Source: an optimization exercise on an open RTL-to-GDS flow (aim: small area, a short achievable clock period and few clock cycles per item). Production flows keep margins and buffers that such runs may drop. In this exercise RTL edits were held to simulation tests only and were not proved equivalent to the original.

// prince_top
module prince_top(
  input [63:0] data,
  input [127:0] key,
  input en_de,
  input clk,
  input rst,
  input start,
  output [63:0] out,
  output done);
Size: ~1300 cells after synthesis, roughly 260 I/O pins.
Settings: LEC_CHECK=0, CAP_MARGIN=20, CORE_MARGIN=2, CORE_UTILIZATION=40, SETUP_SLACK_MARGIN=2.6, SLEW_MARGIN=20; clock period 5.5 ns.
standard.sh (not shown) runs the stock make flow with config.mk's settings and CLKGATE_MAP_FILE= SYNTH_SCRIPT=/design/flow/synth_recipe.tcl, a recipe that flattens the netlist after the stock synthesis.
==> flow/flow/run.sh <==
#!/bin/bash
# The standard layout, with the smallest plain buffer (buf_1) as the port buffer instead of
# the delay buffer that buffer_ports picks on its own. Every port still gets its buffer.
export BUFFER_PORTS_ARGS="-buffer_cell sky130_fd_sc_hd__buf_1"
bash standard.sh > standard.log 2>&1
Testbench counts at the start, summed over its fixed seeds: cycles 28,808, items 2,400.
==> next run, changes <==
SETUP_SLACK_MARGIN = 2.7   (was 2.6)
Outcome: The new run produced a clean layout; global-route usage climbs by 0.13 points; design area climbs by a few percent; cell count climbs slightly; non-clock buffer count climbs by 18; area after synthesis does not change; worst hold slack is better by 0.0048 ns; synthesized cell count is unchanged.
==> next run, changes <==
==> flow/flow/run.sh (replaced) <==
#!/bin/bash
# The standard layout, with the smallest plain buffer (buf_2) as the port buffer instead of
# the delay buffer that buffer_ports picks on its own. Every port still gets its buffer.
export BUFFER_PORTS_ARGS="-buffer_cell sky130_fd_sc_hd__buf_2"
bash standard.sh > standard.log 2>&1
SETUP_SLACK_MARGIN = 2.6   (was 2.7)
Effect: The changed run completed without violations; design area hardly moves; fmax went down by 2.7%.
==> next run, changes <==
==> flow/flow/run.sh (replaced) <==
#!/bin/bash
# The standard layout, with the smallest plain buffer (buf_1) as the port buffer instead of
# the delay buffer that buffer_ports picks on its own. Every port still gets its buffer.
export BUFFER_PORTS_ARGS="-buffer_cell sky130_fd_sc_hd__buf_1"
bash standard.sh > standard.log 2>&1
CORE_UTILIZATION = 60   (was 40)
Worst setup slack loses 0.013 ns.
First-iteration DRC count is higher by 22%.


Setup of lane 1:
prince_top again, from the RTL that the note above started with.
export LEC_CHECK = 0
export CAP_MARGIN = 20
export CORE_MARGIN = 2
export CORE_UTILIZATION = 40
export SETUP_SLACK_MARGIN = 2.75
export SLEW_MARGIN = 20
create_clock -name core_clock -period 5.5 [get_ports {clk}]
==> flow/flow/run.sh <==
#!/bin/bash
# The standard layout, with the smallest plain buffer (buf_1) as the port buffer instead of
# the delay buffer that buffer_ports picks on its own. Every port still gets its buffer.
export BUFFER_PORTS_ARGS="-buffer_cell sky130_fd_sc_hd__buf_1"
bash standard.sh > standard.log 2>&1
Testbench counts of lane 1, summed over its fixed seeds: cycles 28,808, items 2,400.
Modified inputs, lane 2 compared to lane 1
- SETUP_SLACK_MARGIN now 2.6, was 2.75
==> flow/run.sh (new file) <==
#!/bin/bash
# synth_recipe.tcl (not shown) runs the flow's synth.tcl, then flattens the netlist and writes it again
# the make line also repeats each setting of config.mk as NAME=value (left out here)
make -C /OpenROAD-flow-scripts/flow DESIGN_CONFIG=/design/flow/config.mk WORK_HOME=/design/flow/orfs CLKGATE_MAP_FILE= SYNTH_SCRIPT=/design/flow/synth_recipe.tcl finish
removed: flow/flow/run.sh
removed: flow/standard.sh
Findings:
- Taking lane 1 as the reference, in lane 2 clock-buffer cell count decreased by 2 relative to the old numbers, weighted congestion reported at the end of routability-driven placement went down by 1.3%, critical path required time went down by 70 ps, global-route wire length before repair increased about 1.2%.
- Changes observed in lane 2 relative to lane 1: final area grew by 11%; worst max-slew margin expressed relative to the limit went up 1.7 points; setup slack dropped 160 ps; core utilization moved up.
[inputs] lane 3 vs lane 2
- PLACE_DENSITY newly set to 0.75
==> flow/flow/run.sh (new file) <==
#!/bin/bash
# The standard layout, with the smallest plain buffer (buf_1) as the port buffer instead of
# the delay buffer that buffer_ports picks on its own. Every port still gets its buffer.
export BUFFER_PORTS_ARGS="-buffer_cell sky130_fd_sc_hd__buf_1"
bash standard.sh > standard.log 2>&1
==> flow/standard.sh (new file) <==
#!/bin/bash
# synth_recipe.tcl (not shown) runs the flow's synth.tcl, then flattens the netlist and writes it again
# the make line also repeats each setting of config.mk as NAME=value (left out here)
make -C /OpenROAD-flow-scripts/flow DESIGN_CONFIG=/design/flow/config.mk WORK_HOME=/design/flow/orfs CLKGATE_MAP_FILE= SYNTH_SCRIPT=/design/flow/synth_recipe.tcl "${@:-finish}"
removed: flow/run.sh
Notes after the runs:
- Lane 3 against lane 2: HPWL reported at the end of detailed placement moved down; wire length of the first global-routing pass lost about 4.4%.
- Cell with the largest stage delay on the worst path = sky130_fd_sc_hd__or4_1: lane 3; cell with the largest stage delay on the worst path = sky130_fd_sc_hd__dfxtp_1: lane 2
- NOTE non-filler instance count after layout lane 2->lane 3 decreased slightly
- Taking lane 2 as the reference, in lane 3 number of placed instances, taps included essentially unchanged, cell area down 1900 um^2, layout overhead on the synthesized area decreased 19 points.
- Diff lane 2 -> lane 3: clock skew after layout did not really move; worst setup slack went down.
The following lists how lane 4 was set up differently from lane 3:
- PLACE_DENSITY no longer set, was 0.75
- SETUP_SLACK_MARGIN now 3.0, was 2.6
[summary]
The final layout from lane 4, which completed every stage, passed the timing, design-rule and antenna checks at the end of the flow.
Of lane 4 and lane 3, it is lane 4 that has the higher all-layer global routing usage.
Lane 4 ends up with lower count of clock-net buffers in the final layout than lane 3 does.
Lane 4 against lane 3: minimum setup slack after placement increased 3.8 ps.
Lane 4 — wire length of the first global-routing pass about 10% higher, lane 3 as reference
Reported for lane 4 and lane 3, number of flip-flops and latches turned out identical to the last digit.

[separate check: timing with driven ports]
The results above use ideal ports. As a check the final layouts listed here were re-extracted and re-timed, cells and wires unchanged. Step 1: set_driving_cell puts a clkbuf_16 on clk and a buf_2 on each other input, an assumption about the parent block. Step 2 times the ports against the registers' clock, not the clock port: input delays grow and output delays shrink by t, the midpoint of the rising clock arrivals with the driver on. Slacks: ideal ports / drivers / drivers and shift; pairs: ideal ports / drivers.
| run | t, ns | setup WS [ns] | worst setup path at the end |
|---|---|---|---|
| the first run of note 1 | 0.406 | 2.657 / 2.657 / 2.373 | input to register |
| the second run of note 1 | 0.393 | 2.700 / 2.700 / 2.326 | input to register |
| the third run of note 1 | 0.402 | 2.623 / 2.623 / 2.377 | input to register |
| the fourth run of note 1 | 0.397 | 2.609 / 2.609 / 2.294 | input to register |
| lane 1 | 0.401 | 2.765 / 2.765 / 2.442 | input to register |
| lane 2 | 0.402 | 2.605 / 2.605 / 2.403 | input to register |
| lane 3 | 0.406 | 2.522 / 2.551 / 2.145 | input to register |
| lane 4 | 0.409 | 2.779 / 2.779 / 2.534 | input to register |
After both steps every run listed still meets setup and hold. The setup slack of lane 3, which loses most, moves by +0.029 ns with the drivers and by -0.377 ns with both steps.
